What follows belongs to an exercise in optimizing a design on an open flow for small area, a short achievable clock period and few clock cycles; a production flow would make more cautious choices. Only simulation tests tie the RTL to the original design; equivalence was not proved. No activity file was given, so power comes from the tool's default toggle rates.

**flow/run.sh**
```bash
#!/bin/bash
# synth_recipe.tcl (not shown) runs the flow's synth.tcl, then flattens the netlist and writes it again
# the make line also repeats each setting of config.mk as NAME=value (left out here)
make -C /OpenROAD-flow-scripts/flow DESIGN_CONFIG=/design/flow/config.mk WORK_HOME=/design/flow/orfs CLKGATE_MAP_FILE= SYNTH_SCRIPT=/design/flow/synth_recipe.tcl finish
```
**flow/config.mk**
```make
export PLATFORM = sky130hd
export DESIGN_NAME = Main_PipeLine
export DESIGN_NICKNAME = Main_PipeLine
export VERILOG_FILES = /design/flow/design.v
export SDC_FILE = /design/flow/constraint.sdc
export NUM_CORES = 4
export LEC_CHECK = 0
export CAP_MARGIN = 20
export CORE_MARGIN = 2
export CORE_UTILIZATION = 40
export PLACE_DENSITY = 0.6
export SLEW_MARGIN = 20
```
**flow/constraint.sdc**
```tcl
create_clock -name core_clock -period 6.8 [get_ports {clk}]
set_input_delay 1.3600 -clock core_clock [delete_from_list [all_inputs] [get_ports {clk}]]
set_output_delay 1.3600 -clock core_clock [all_outputs]
set_load 0.01 [all_outputs]
```
**flow/design.v**
```verilog
`timescale 1ns / 1ps
module ALU(input [31:0]A, B,
			input [2:0]ALUControl,
			output reg [31:0]Y,
			output wire Z);
		assign Z = Y == 32'h00000000;
	always @(*) begin
		case(ALUControl)
			3'b000:
				Y = A + B;
			3'b001:
				Y = A - B;
			3'b010:
				Y = A & B;
			3'b011:
				Y = A | B;
			3'b100:
				Y = A ^ B;
			3'b101:
				Y = ~(A | B);
			3'b110:
				Y = $signed(A) < $signed(B);
			3'b111:
				Y = A < B;
		endcase
	end
endmodule
`timescale 1ns / 1ps
module SignExtend(Sgnzero, A, B);
	input Sgnzero;
	input [15:0]A;
	output [31:0]B;
	assign B = (Sgnzero)?{{16{A[15]}},A}:{16'h0000,A};
endmodule
`timescale 1ns / 1ps
module shifttoleft(A,B);
	input [31:0]A;
	output [31:0]B;
	assign B = {A[29:0], 2'b00};
endmodule
`timescale 1ns / 1ps
module Controller(op, func, zero
						, Mem2reg, Memwrite, PCSrc, ALUOP, ALUSrc, Regdst, Regwrite, Sgnzero, Branch);
	input [5:0]op,func;
	input zero;
	output reg Mem2reg, Memwrite, PCSrc, ALUSrc, Regdst, Regwrite, Sgnzero, Branch;
	output reg [2:0]ALUOP;
	always @(*) begin
		casex({op,zero})
			{6'h00,1'bx}: begin  
				case(func)
					6'd32:  
						ALUOP = 3'b000;
					6'd33:  
						ALUOP = 3'b000;
					6'd34:  
						ALUOP = 3'b001;
					6'd35:  
						ALUOP = 3'b001;
					6'd36:  
						ALUOP = 3'b010;
					6'd38:  
						ALUOP = 3'b100;
					6'd37:  
						ALUOP = 3'b011;
					6'd39:  
						ALUOP = 3'b101;
					6'd42:  
						ALUOP = 3'b110;
					6'd43:  
						ALUOP = 3'b111;
					default:
						ALUOP = 3'b010;
				endcase
				if(|func) begin
					Sgnzero = 1'b0;
					Regdst = 1'b1;
					Regwrite = 1'b1;
					Mem2reg = 1'b0;
					PCSrc = 1'b0;
					ALUSrc = 1'b0;
					Memwrite = 1'b0;
					Branch = 1'b0;
				end else begin   
					Sgnzero = 1'b0;
					Regdst = 1'b0;
					Regwrite = 1'b0;
					Mem2reg = 1'b0;
					PCSrc = 1'b0;
					ALUSrc = 1'b0;
					Memwrite = 1'b0;
					Branch = 1'b0;
				end
			end
			{6'd4,1'b0}: begin  
				Sgnzero = 1'b1;
				Regdst = 1'b0;
				Regwrite = 1'b0;
				Mem2reg = 1'b0;
				PCSrc = 1'b0;
				ALUSrc = 1'b0;
				Memwrite = 1'b0;
				ALUOP = 3'b001;
				Branch = 1'b1;
				end
			{6'd4,1'b1}:  begin  
				Sgnzero = 1'b1;
				Regdst = 1'b0;
				Regwrite = 1'b0;
				Mem2reg = 1'b0;
				PCSrc = 1'b1;
				ALUSrc = 1'b0;
				Memwrite = 1'b0;
				ALUOP = 3'b001;
				Branch = 1'b1;
				end
			{6'd5,1'b1}: begin  
				Sgnzero = 1'b1;
				Regdst = 1'b0;
				Regwrite = 1'b0;
				Mem2reg = 1'b0;
				PCSrc = 1'b0;
				ALUSrc = 1'b0;
				Memwrite = 1'b0;
				ALUOP = 3'b001;
				Branch = 1'b1;
				end
			{6'd5,1'b0}: begin  
				Sgnzero = 1'b1;
				Regdst = 1'b0;
				Regwrite = 1'b0;
				Mem2reg = 1'b0;
				PCSrc = 1'b1;
				ALUSrc = 1'b0;
				Memwrite = 1'b0;
				ALUOP = 3'b001;
				Branch = 1'b1;
				end
			{6'd8,1'bx}: begin  
				Sgnzero = 1'b1;
				Regdst = 1'b0;
				Regwrite = 1'b1;
				Mem2reg = 1'b0;
				PCSrc = 1'b0;
				ALUSrc = 1'b1;
				Memwrite = 1'b0;
				ALUOP = 3'b000;
				Branch = 1'b0;
				end
			{6'd9,1'bx}: begin  
				Sgnzero = 1'b1;
				Regdst = 1'b0;
				Regwrite = 1'b1;
				Mem2reg = 1'b0;
				PCSrc = 1'b0;
				ALUSrc = 1'b1;
				Memwrite = 1'b0;
				ALUOP = 3'b000;
				Branch = 1'b0;
				end
			{6'd12,1'bx}: begin  
				Sgnzero = 1'b0;
				Regdst = 1'b0;
				Regwrite = 1'b1;
				Mem2reg = 1'b0;
				PCSrc = 1'b0;
				ALUSrc = 1'b1;
				Memwrite = 1'b0;
				ALUOP = 3'b010;
				Branch = 1'b0;
				end
			{6'd13,1'bx}: begin  
				Sgnzero = 1'b0;
				Regdst = 1'b0;
				Regwrite = 1'b1;
				Mem2reg = 1'b0;
				PCSrc = 1'b0;
				ALUSrc = 1'b1;
				Memwrite = 1'b0;
				ALUOP = 3'b011;
				Branch = 1'b0;
				end
			{6'd14,1'bx}: begin  
				Sgnzero = 1'b0;
				Regdst = 1'b0;
				Regwrite = 1'b1;
				Mem2reg = 1'b0;
				PCSrc = 1'b0;
				ALUSrc = 1'b1;
				Memwrite = 1'b0;
				ALUOP = 3'b100;
				Branch = 1'b0;
				end
			{6'd10,1'bx}: begin  
				Sgnzero = 1'b1;
				Regdst = 1'b0;
				Regwrite = 1'b1;
				Mem2reg = 1'b0;
				PCSrc = 1'b0;
				ALUSrc = 1'b1;
				Memwrite = 1'b0;
				ALUOP = 3'b110;
				Branch = 1'b0;
				end
			{6'd11,1'bx}: begin  
				Sgnzero = 1'b1;
				Regdst = 1'b0;
				Regwrite = 1'b1;
				Mem2reg = 1'b0;
				PCSrc = 1'b0;
				ALUSrc = 1'b1;
				Memwrite = 1'b0;
				ALUOP = 3'b111;
				Branch = 1'b0;
				end
			{6'd35,1'bx}: begin  
				Sgnzero = 1'b1;
				Regdst = 1'b0;
				Regwrite = 1'b1;
				Mem2reg = 1'b1;
				PCSrc = 1'b0;
				ALUSrc = 1'b1;
				Memwrite = 1'b0;
				ALUOP = 3'b000;
				Branch = 1'b0;
				end
			{6'd43,1'bx}: begin  
				Sgnzero = 1'b1;
				Regdst = 1'b0;
				Regwrite = 1'b0;
				Mem2reg = 1'b0;
				PCSrc = 1'b0;
				ALUSrc = 1'b1;
				Memwrite = 1'b1;
				ALUOP = 3'b000;
				Branch = 1'b0;
				end
			default: begin
				Sgnzero = 1'b0;
				Regdst = 1'b0;
				Regwrite = 1'b0;
				Mem2reg = 1'b0;
				PCSrc = 1'b0;
				ALUSrc = 1'b0;
				Memwrite = 1'b0;
				ALUOP = 3'b000;
				Branch = 1'b0;
				end
			endcase
	end
endmodule
`timescale 1ns / 1ps
module RegisterFile_PipeLine(ReadReg1, ReadReg2, WriteReg, RegWrite, WriteData, clk, ReadData1, ReadData2);
	input [4:0]ReadReg1, ReadReg2, WriteReg;
	input clk, RegWrite;
	input [31:0]WriteData;
	output [31:0]ReadData1, ReadData2;
	reg [31:0]regfile[31:0];
	assign ReadData1 = (ReadReg1 == 5'h00)? 32'h0000: ((RegWrite && (WriteReg == ReadReg1))? WriteData: regfile[ReadReg1]);
	assign ReadData2 = (ReadReg2 == 5'h00)? 32'h0000: ((RegWrite && (WriteReg == ReadReg2))? WriteData: regfile[ReadReg2]);
	always @(posedge clk)
		if(RegWrite) begin
			regfile[WriteReg] <= WriteData;
		end
endmodule
`timescale 1ns / 1ps
module Hazard_Pipeline(stallf, stalld, forwardad, forwardbd, flushe, forwardae, forwardbe, memtorege, regwritee, regwritem, regwritew, branchd, rsd, rtd, rse, rte, writereg, writeregm, memtoregm, writeregw);
	output stallf, stalld, forwardad, forwardbd, flushe;
	output [1:0] forwardae, forwardbe;
	input memtorege, regwritee, regwritem, regwritew, branchd, memtoregm;
	input [4:0] rsd, rtd, rse, rte, writereg, writeregm, writeregw;
	wire [4:0]writerege;
	assign writerege = writereg;
	wire branchstall;
	assign forwardae = ((rse != 5'd0) && regwritem && (writeregm == rse))?2'b10:(((rse != 5'd0) && regwritew && (writeregw == rse))?2'b01:2'b00);
	assign forwardbe = ((rte != 5'd0) && regwritem && (writeregm == rte))?2'b10:(((rte != 5'd0) && regwritew && (writeregw == rte))?2'b01:2'b00);
	assign flushe = ((memtorege && regwritee && ((writerege == rsd) || (writerege == rtd)))?1'b1:1'b0) || (branchstall?1'b1:1'b0);
	assign stalld = ((memtorege && regwritee && ((writerege == rsd) || (writerege == rtd)))?1'b1:1'b0) || (branchstall?1'b1:1'b0);
	assign stallf = ((memtorege && regwritee && ((writerege == rsd) || (writerege == rtd)))?1'b1:1'b0) || (branchstall?1'b1:1'b0);
	assign forwardad = ((rsd != 5'd0) && regwritem && (writeregm == rsd))?1'b1:1'b0;
	assign forwardbd = ((rtd != 5'd0) && regwritem && (writeregm == rtd))?1'b1:1'b0;
	assign branchstall = (branchd && regwritee && ((rsd == writerege) || (rtd == writerege))) || (branchd && regwritem && memtoregm && ((rsd == writeregm) || (rtd == writeregm)));
endmodule
`timescale 1ns / 1ps
module Control_PipLine(clk, reset, op, func, zero, regwrited, memtoregd, memwrited, alusrcd, regdstd, pcsrcd, sgnzero, aluopd, branchd, regwritee, memtorege, memwritee, alusrce, regdste, aluope, regwritem, memtoregm, memwritem, regwritew, memtoregw, flushe);
	output regwrited, memtoregd, memwrited, alusrcd, regdstd, pcsrcd, sgnzero, branchd;
	output [2:0]aluopd;
	output reg regwritee, memtorege, memwritee, alusrce, regdste;
	output reg [2:0]aluope;
	output reg regwritem, memtoregm, memwritem;
	output reg regwritew, memtoregw;
	input [5:0]op,func;
	input clk, reset, zero, flushe;
	Controller control(.op(op), .func(func), .zero(zero), .Mem2reg(memtoregd), .Memwrite(memwrited), .PCSrc(pcsrcd), .ALUOP(aluopd), .ALUSrc(alusrcd), .Regdst(regdstd), .Regwrite(regwrited), .Sgnzero(sgnzero) , .Branch(branchd));
	always @(posedge clk)
	begin
		if(reset)
		begin
			{regwritee, memtorege, memwritee, alusrce, regdste} <= 5'h00;
			{regwritem, memtoregm, memwritem} <= 3'h0;
			{regwritew, memtoregw} <= 2'h0;
			aluope <= 3'h0;
		end
		else
		begin
			if(flushe)
				{regwritee, memtorege, memwritee, alusrce, regdste} <= 5'h00;
			else
				{regwritee, memtorege, memwritee, alusrce, regdste} <= {regwrited, memtoregd, memwrited, alusrcd, regdstd};
			{regwritem, memtoregm, memwritem} <= {regwritee, memtorege, memwritee};
			{regwritew, memtoregw} <= {regwritem, memtoregm};
			aluope <= aluopd;
		end
	end
endmodule
`timescale 1ns / 1ps
module Datapath_PipeLine(reset, clk, pcsrcd, sgnzero, alusrce, regdste, aluope, memwritem, regwritew, memtoregw, stallf, stalld, forwardad, forwardbd, flushe, forwardae, forwardbe, op, func, zero, rsd, rtd, rse, rte, writereg, writeregm, writeregw, resultw, imem_addr, imem_rdata, dmem_addr, dmem_wdata, dmem_we, dmem_rdata);
	output [31:0]imem_addr;
	input [31:0]imem_rdata;
	output [31:0]dmem_addr, dmem_wdata;
	output dmem_we;
	input [31:0]dmem_rdata;
	input clk, reset;
	output wire [31:0]resultw;
	input pcsrcd, sgnzero;
	input alusrce, regdste;
	input [2:0]aluope;
	input memwritem;
	input regwritew, memtoregw;
	output [5:0]op,func;
	output zero;
	assign op = instructiond[31:26];
	assign func = instructiond[5:0];
	input stallf, stalld, forwardad, forwardbd, flushe;
	input [1:0] forwardae, forwardbe;
	output [4:0] rsd, rtd, rse, rte, writereg, writeregm, writeregw;
	reg [4:0]writeregw;
	reg [31:0] PC;
	wire [31:0]instruction;
	wire [31:0] PCPlus4;
	assign PCPlus4 = PC + 32'h04;
	always @(posedge clk)
	begin
		if(reset)
			PC <= 32'h00000000;
		else
		if(!stallf)
			PC <= (pcsrcd)?PCBranch:PCPlus4;
		else
			PC <= PC;
	end
	assign imem_addr = PC;
	assign instruction = imem_rdata;
	reg [31:0]instructiond, PCPlus4d;
	always @(posedge clk)
	begin
		if(reset) begin
			instructiond <= 32'h00000000;
			PCPlus4d <= 32'h00000000;
		end
		else
		if(!stalld && !pcsrcd) begin
			instructiond <= instruction;
			PCPlus4d <= PCPlus4;
		end
		else
			if(stalld)
			begin
				instructiond <= instructiond;
				PCPlus4d <= PCPlus4d;
			end
			else
			if(pcsrcd)
			begin
				instructiond <= 32'h00000000;
				PCPlus4d <= 32'h00000000;
			end
	end
	wire [31:0]d1,d2;
	RegisterFile_PipeLine regfile(.ReadReg1(instructiond[25:21]), .ReadReg2(instructiond[20:16]), .WriteReg(writeregw), .RegWrite(regwritew), .WriteData(resultw), .clk(clk), .ReadData1(d1), .ReadData2(d2));
	wire [31:0]reg1, reg2;
	assign reg1 = (forwardad)?aluoutm:d1;
	assign reg2 = (forwardbd)?aluoutm:d2;
	wire zero;
	assign zero = (reg1 == reg2);
	wire [31:0]extended;
	SignExtend signorzero(.Sgnzero(sgnzero), .A(instructiond[15:0]), .B(extended));
	wire [31:0]shifted;
	shifttoleft sl(.A(extended) ,.B(shifted));
	wire [31:0]PCBranch;
	assign PCBranch = shifted + PCPlus4d;
	assign rsd = instructiond[25:21];
	assign rtd = instructiond[20:16];
	reg [31:0]d1e, d2e, extendede;
	reg [4:0]rse, rte, rde;
	always @(posedge clk)
	begin
		if(flushe) begin
			rse <= 5'h00;
			rte <= 5'h00;
			rde <= 5'h00;
			d1e <= 32'h00000000;
			d2e <= 32'h00000000;
			extendede <= 32'h00000000;
		end
		else begin			
			rse <= rsd;
			rte <= rtd;
			rde <= instructiond[15:11];
			d1e <= d1;
			d2e <= d2;
			extendede <= extended;
		end
	end
	assign writereg = (regdste)?rde:rte;
	wire [31:0]srca, srcb, aluout, writedata;
	assign srca = (forwardae==2'd0)?d1e:((forwardae==2'd1)?resultw:aluoutm);
	assign writedata = (forwardbe==2'd0)?d2e:((forwardbe==2'd1)?resultw:aluoutm);
	assign srcb = (alusrce)?extendede:writedata;
	ALU alu(.A(srca), .B(srcb), .ALUControl(aluope), .Y(aluout), .Z());
	reg [31:0]aluoutm, writedatam; 
	reg [4:0]writeregm;
	always @(posedge clk)
	begin
		aluoutm <= aluout;
		writedatam <= writedata;
		writeregm <= writereg;
	end
	wire [31:0]memout;
	assign dmem_addr = aluoutm;
	assign dmem_wdata = writedatam;
	assign dmem_we = memwritem;
	assign memout = dmem_rdata;
	reg [31:0]memoutw, aluoutw;
	always @(posedge clk)
	begin
		memoutw <= memout;
		aluoutw <= aluoutm;
		writeregw <= writeregm;
	end
	assign resultw = (memtoregw)?memoutw:aluoutw;
endmodule
`timescale 1ns / 1ps
module Main_PipeLine(clk, reset, imem_addr, imem_rdata, dmem_addr, dmem_wdata, dmem_we, dmem_rdata);
	input clk, reset;
	output [31:0]imem_addr;
	input [31:0]imem_rdata;
	output [31:0]dmem_addr, dmem_wdata;
	output dmem_we;
	input [31:0]dmem_rdata;
	wire [31:0]resultw;
	wire regwrited, memtoregd, memwrited, alusrcd, regdstd, pcsrcd, branchd, sgnzero;
	wire [2:0]aluopd;
	wire regwritee, memtorege, memwritee, alusrce, regdste;
	wire [2:0]aluope;
	wire regwritem, memtoregm, memwritem;
	wire regwritew, memtoregw;
	wire [5:0]op,func;
	wire zero;
	wire stallf, stalld, forwardad, forwardbd, flushe;
	wire [1:0] forwardae, forwardbe;
	wire [4:0] rsd, rtd, rse, rte, writereg, writeregm, writeregw;
	Datapath_PipeLine datapath(reset, clk, pcsrcd, sgnzero, alusrce, regdste, aluope, memwritem, regwritew, memtoregw, stallf, stalld, forwardad, forwardbd, flushe, forwardae, forwardbe, op, func, zero, rsd, rtd, rse, rte, writereg, writeregm, writeregw, resultw, imem_addr, imem_rdata, dmem_addr, dmem_wdata, dmem_we, dmem_rdata);
	Control_PipLine controller(clk, reset, op, func, zero, regwrited, memtoregd, memwrited, alusrcd, regdstd, pcsrcd, sgnzero, aluopd, branchd, regwritee, memtorege, memwritee, alusrce, regdste, aluope, regwritem, memtoregm, memwritem, regwritew, memtoregw, flushe);
	Hazard_Pipeline hazard(stallf, stalld, forwardad, forwardbd, flushe, forwardae, forwardbe, memtorege, regwritee, regwritem, regwritew, branchd, rsd, rtd, rse, rte, writereg, writeregm, memtoregm, writeregw);
endmodule
```
==> impl.org <==
** Routing
- WL per Instance :: 29.53 um
- Vias per cell :: 6.116
- Iteration-0 DRC Markers :: 5103
- DRC errors left :: 0
- The routed layout has 45450 vias.
- In this run the remaining antenna-violating nets after routing total 0.
- The routed design has 219400 um of wire.
- Detailed-router iteration count before antenna repair :: 6

** CTS
- Clk Latency, worst-skew pair :: 0.80 ns
- The tree built by TritonCTS fans out to 1373 sinks.
- Counting along the longest clock path gives a buffer depth of 3.
- TritonCTS built the clock tree.
- H-tree level count :: 4
- The tree is rooted in a sky130_fd_sc_hd__clkbuf_16.
- Counting the buffers created by CTS gives 147.
- Clock-pin slew of the registers on the worst-case setup and hold paths :: 0.07 ns

** Logic synthesis
- Post-synthesis instance area :: 69160 um^2
- Number of distinct library cells after synthesis :: 86
- For this run, the leading register cell type out of synthesis is sky130_fd_sc_hd__edfxtp_1.
- The largest total area in the synthesized netlist belongs to sky130_fd_sc_hd__edfxtp_1.
- When the netlist entered floorplanning its net count stood at 5079.
- Cells taking the most area after synthesis :: sky130_fd_sc_hd__edfxtp_1, sky130_fd_sc_hd__mux4_2, sky130_fd_sc_hd__dfxtp_1, sky130_fd_sc_hd__mux2i_1, sky130_fd_sc_hd__ha_1
- The synthesized design contains 1024 enable-type register cells.
- After technology mapping, the gate count stands at 4884.
- In this run, synthesis produced a sequential element count of 1373.
- In this run the mean area of a mapped cell was 14.16 um^2.
- For this run, asynchronously set or reset flops after synthesis account for 0%.
- Top-count cell post-synth :: sky130_fd_sc_hd__edfxtp_1
- Count of warnings emitted by yosys :: 5
- Commonest cells in the synthesized netlist :: sky130_fd_sc_hd__edfxtp_1, sky130_fd_sc_hd__mux4_2, sky130_fd_sc_hd__dfxtp_1
- Part of the Yosys area used for sequential elements :: 54.56%
- Fraction of post-synthesis cell area in the top cell type by area :: 44.46%

** Critical path
- The kind of cell with the highest combined delay along the critical path is compound AO/OA/AOI/OAI gates.
- At the worst endpoint, the required time is 7.44 ns.
- STA classifies the critical path startpoint as a register.
- For the worst setup path, the data arrival time is 6.96 ns.
- The slowest stage of the critical path belongs to the cell sky130_fd_sc_hd__and3_2.
- In this design, the stage delay of the slowest critical-path cell is 0.63 ns.
- Crit path buffers/inverters :: 2
- Crit. End Element :: register
- Chain of cells forming the critical path :: inv_1 -> a222oi_1 -> and3_2 -> mux2i_1 -> o21a_1 -> ha_1 -> inv_1 -> fa_1 -> nor2b_1 -> o21ai_0 -> a21oi_1 -> o21ai_0 -> a21oi_1 -> o41ai_1 -> o21ai_0 -> a211oi_1 -> o21bai_1 -> a21o_1 -> a21oi_1 -> mux2i_1 -> o21ai_0 -> o221ai_1
- Critical path type :: register to register
- Of all nets on the critical path, the largest fanout is 16.
- Top cell by count, worst path :: sky130_fd_sc_hd__o21ai_0

** Die
- Core Region :: 171700 um^2
- Die Outline Area :: 176300 um^2
- Die width :: 419.8 um
- Die outline height :: 419.8 um
- Starting Density :: 40.27%
- Io pins :: 163
- In this run the core area contains 152 standard-cell rows.

** Global route
- Overflow left after global routing :: 0
- The number of antenna violations at the first check in global routing is 5.
- The number of global-route vias before repair is 44780.
- Global-route total usage across every layer :: 24.65%
- Maximum number of pins on one net before global-route repair :: 155
- Global-route wire length before repair :: 315100 um

** Final layout
- Share of cells above drive strength 1 :: 20.99%
- Summing all flip-flop and latch instances after layout gives 37770 um^2.
- From synthesis to final layout, the design area changed by 13.76%.
- Post-layout nets :: 5197
- In the final layout, the multi-input gates occupy 29290 um^2.
- Utilization after layout :: 45.82%
- Number of filler cells placed in the layout :: 14970

** Placed design
- Port-buffer cells :: 162
- Routability cong. :: 0.9016
- Detailed placement finished with a half-perimeter wire length of 137900 um.

** Power
- Switching portion of total power :: 29.31%
- Switching power summed over all nets :: 6.872 mW
- Combinational share of power :: 19.0%
- Power Dens Cells :: 298.0 nW/um^2
- The share of total power dissipated in sequential elements is 46.1%.
- IR analysis of the VDD net gives a maximum drop of 0.0002298 V.
- The clock network is responsible for 34.9% of the overall power.
- Internal power comes to 16.58 mW.
- For this design the static power due to leakage is 25.88 nW.

** Timing
- Final Hold Vio Count :: 0
- Maximum operating frequency :: 158.4 MHz
- Setup violations remaining at the end of the flow were counted as 0.
- The worst pin sits at a relative slew slack of 25.16%.
- The number of max-slew violations in the final report came to 0.
- Setup repair after global routing left no endpoint under its margin.
- Setup TNS :: 0 ns
- At the pin with the least slew margin, the transition time is 1.120 ns.
- Clock period minus worst slack :: 6.315 ns
- Fin Clk Skew :: 0.04283 ns
- Of the available clock period, the critical path in the final layout requires 92.87%.

** Worst hold path
- The path class of the tightest hold or removal check is register to register.

** Run status
- Status :: no timing/DRC/antenna violations

** Job
- Max-capacitance violation count :: 0
==> cell type report <==
class / instances / share of cell area [%]
multi-input combinational: 2996 / 37.23
sequential: 1373 / 48.00
antenna: 4 / 0.01272
inverter: 159 / 0.7585
tap: 2310 / 3.673
clock buffer: 189 / 5.090
timing repair buffer: 325 / 4.160
clock inverter: 75 / 1.075
==> cells in the final DEF (no fill, tap or decap), types with 126 or more instances in the layout <==
cell type                         count
sky130_fd_sc_hd__edfxtp_1          1024
sky130_fd_sc_hd__mux2i_1            247
sky130_fd_sc_hd__a21oi_1            203
sky130_fd_sc_hd__o21ai_0            158
sky130_fd_sc_hd__clkdlybuf4s50_1    161
sky130_fd_sc_hd__clkbuf_16          153
sky130_fd_sc_hd__a22oi_1            126
sky130_fd_sc_hd__dfxtp_1            338
sky130_fd_sc_hd__mux4_2             550
sky130_fd_sc_hd__inv_1              158
sky130_fd_sc_hd__nand2_1            290
sky130_fd_sc_hd__buf_4              129
sky130_fd_sc_hd__nor2_1             185
sky130_fd_sc_hd__ha_1               126
==> layer usage <==
metal	wire length [um]	up-vias	track usage, %
met5	0	-	0
met4	7604	0	8.566
met3	17580	370	4.067
met2	103400	2076	39.11
met1	90850	23540	34.30
li1	-	19460	-
==> cell families (layout without fill, tap and decap cells) <==
| group | count (synthesis) | in the layout | synth area share (%) |
|---|---|---|---|
| flops | 1373 | 1373 | 54.56 |
| simple gates | 966 | 966 | 6.648 |
| compound gates | 929 | 929 | 9.024 |
| mux | 835 | 835 | 22.11 |
| buf+inv | 515 | 748 | 3.558 |
| xor+xnor | 137 | 137 | 1.735 |
| fa+ha+maj | 129 | 129 | 2.366 |
| other cells | 0 | 4 | 0 |
==> sequential cells by signal (all words and copies together), names as in the netlist, 3 cells and up, named ones only <==
register,flops
datapath.d2e,32
datapath.PCPlus4d,32
datapath.d1e,32
datapath.PC,32
datapath.aluoutw,32
controller.aluope,3
datapath.aluoutm,32
datapath.rte,5
datapath.writedatam,32
datapath.writeregw,5
datapath.memoutw,32
datapath.rse,5
datapath.extendede,14
datapath.instructiond,32
datapath.rde,4
datapath.writeregm,5
datapath.regfile.regfile,1024
==> worst paths after layout <==
path | from | end | slack [ns] | cells past startpoint
max | datapath.writeregw[2] | datapath.aluoutm[24] | 0.49 | 22
min | controller.memwritee | controller.memwritem | 0.44 | 1
max reg2reg | datapath.writeregw[2] | datapath.aluoutm[24] | 0.49 | 22
min reg2reg | controller.memwritee | controller.memwritem | 0.44 | 1
==> power groups by stage <==
stage	clock (mW)	sequential, mW	combinational, mW
finish	8.18	10.8	4.46
global route	8.63	10.8	4.79
CTS	8.30	10.8	4.43
detailed placement	0	11.0	4.41
global placement	0	11.0	4.37
floorplan	0	10.7	2.69
==> what timing repair did <==
action,4_1_cts,5_1_grt
setup buffers,0,0
hold endpoints to repair,0,0
hold buffers,0,0
gates resized for setup,0,1
setup endpoints to repair,0,2
==> metrics by stage <==
step	hold slack (ns)	total power [mW]	worst slack [ns]	instances	instance area, um^2
global route	0.4665	24.24	0.01690	7427	78670
finish	0.4418	23.45	0.4851	7431	78680
detailed placement	0.4308	15.38	0.4694	7162	73790
CTS	0.4448	23.53	0.4501	7426	78640
global placement	0.4314	15.35	0.5774	7162	73790
floorplan	0.3290	13.36	1.085	4884	69160
Testbench counts, summed over its fixed seeds: cycles 41,007.

-- static timing again, ports no longer ideal --
In the flow no input, the clock included, has a driving cell. The finished layout below was timed again as built, in two steps. Step 1 assumes that a clkbuf_16 drives the clock port and a buf_2 every other input. Step 2, shift: input delay + t, output delay - t, t = (earliest + latest rising clock arrival at the registers) / 2. This alone moves slack from input paths to output paths. a / b / c = no drivers / after step 1 / after step 2; a / b = the first two.
shift t [ns]: 0.871
setup slack, ns: 0.485 / 0.485 / 0.485
clock arrival spread, ns: 0.044 / 0.044
worst register clock-pin slew, ns: 0.07 / 0.07
pins driven straight from the clock port: 1
After both steps setup and hold are still met in this run. For this run, drivers alone change the setup slack by 0.000 ns; drivers and shift together by 0.000 ns.
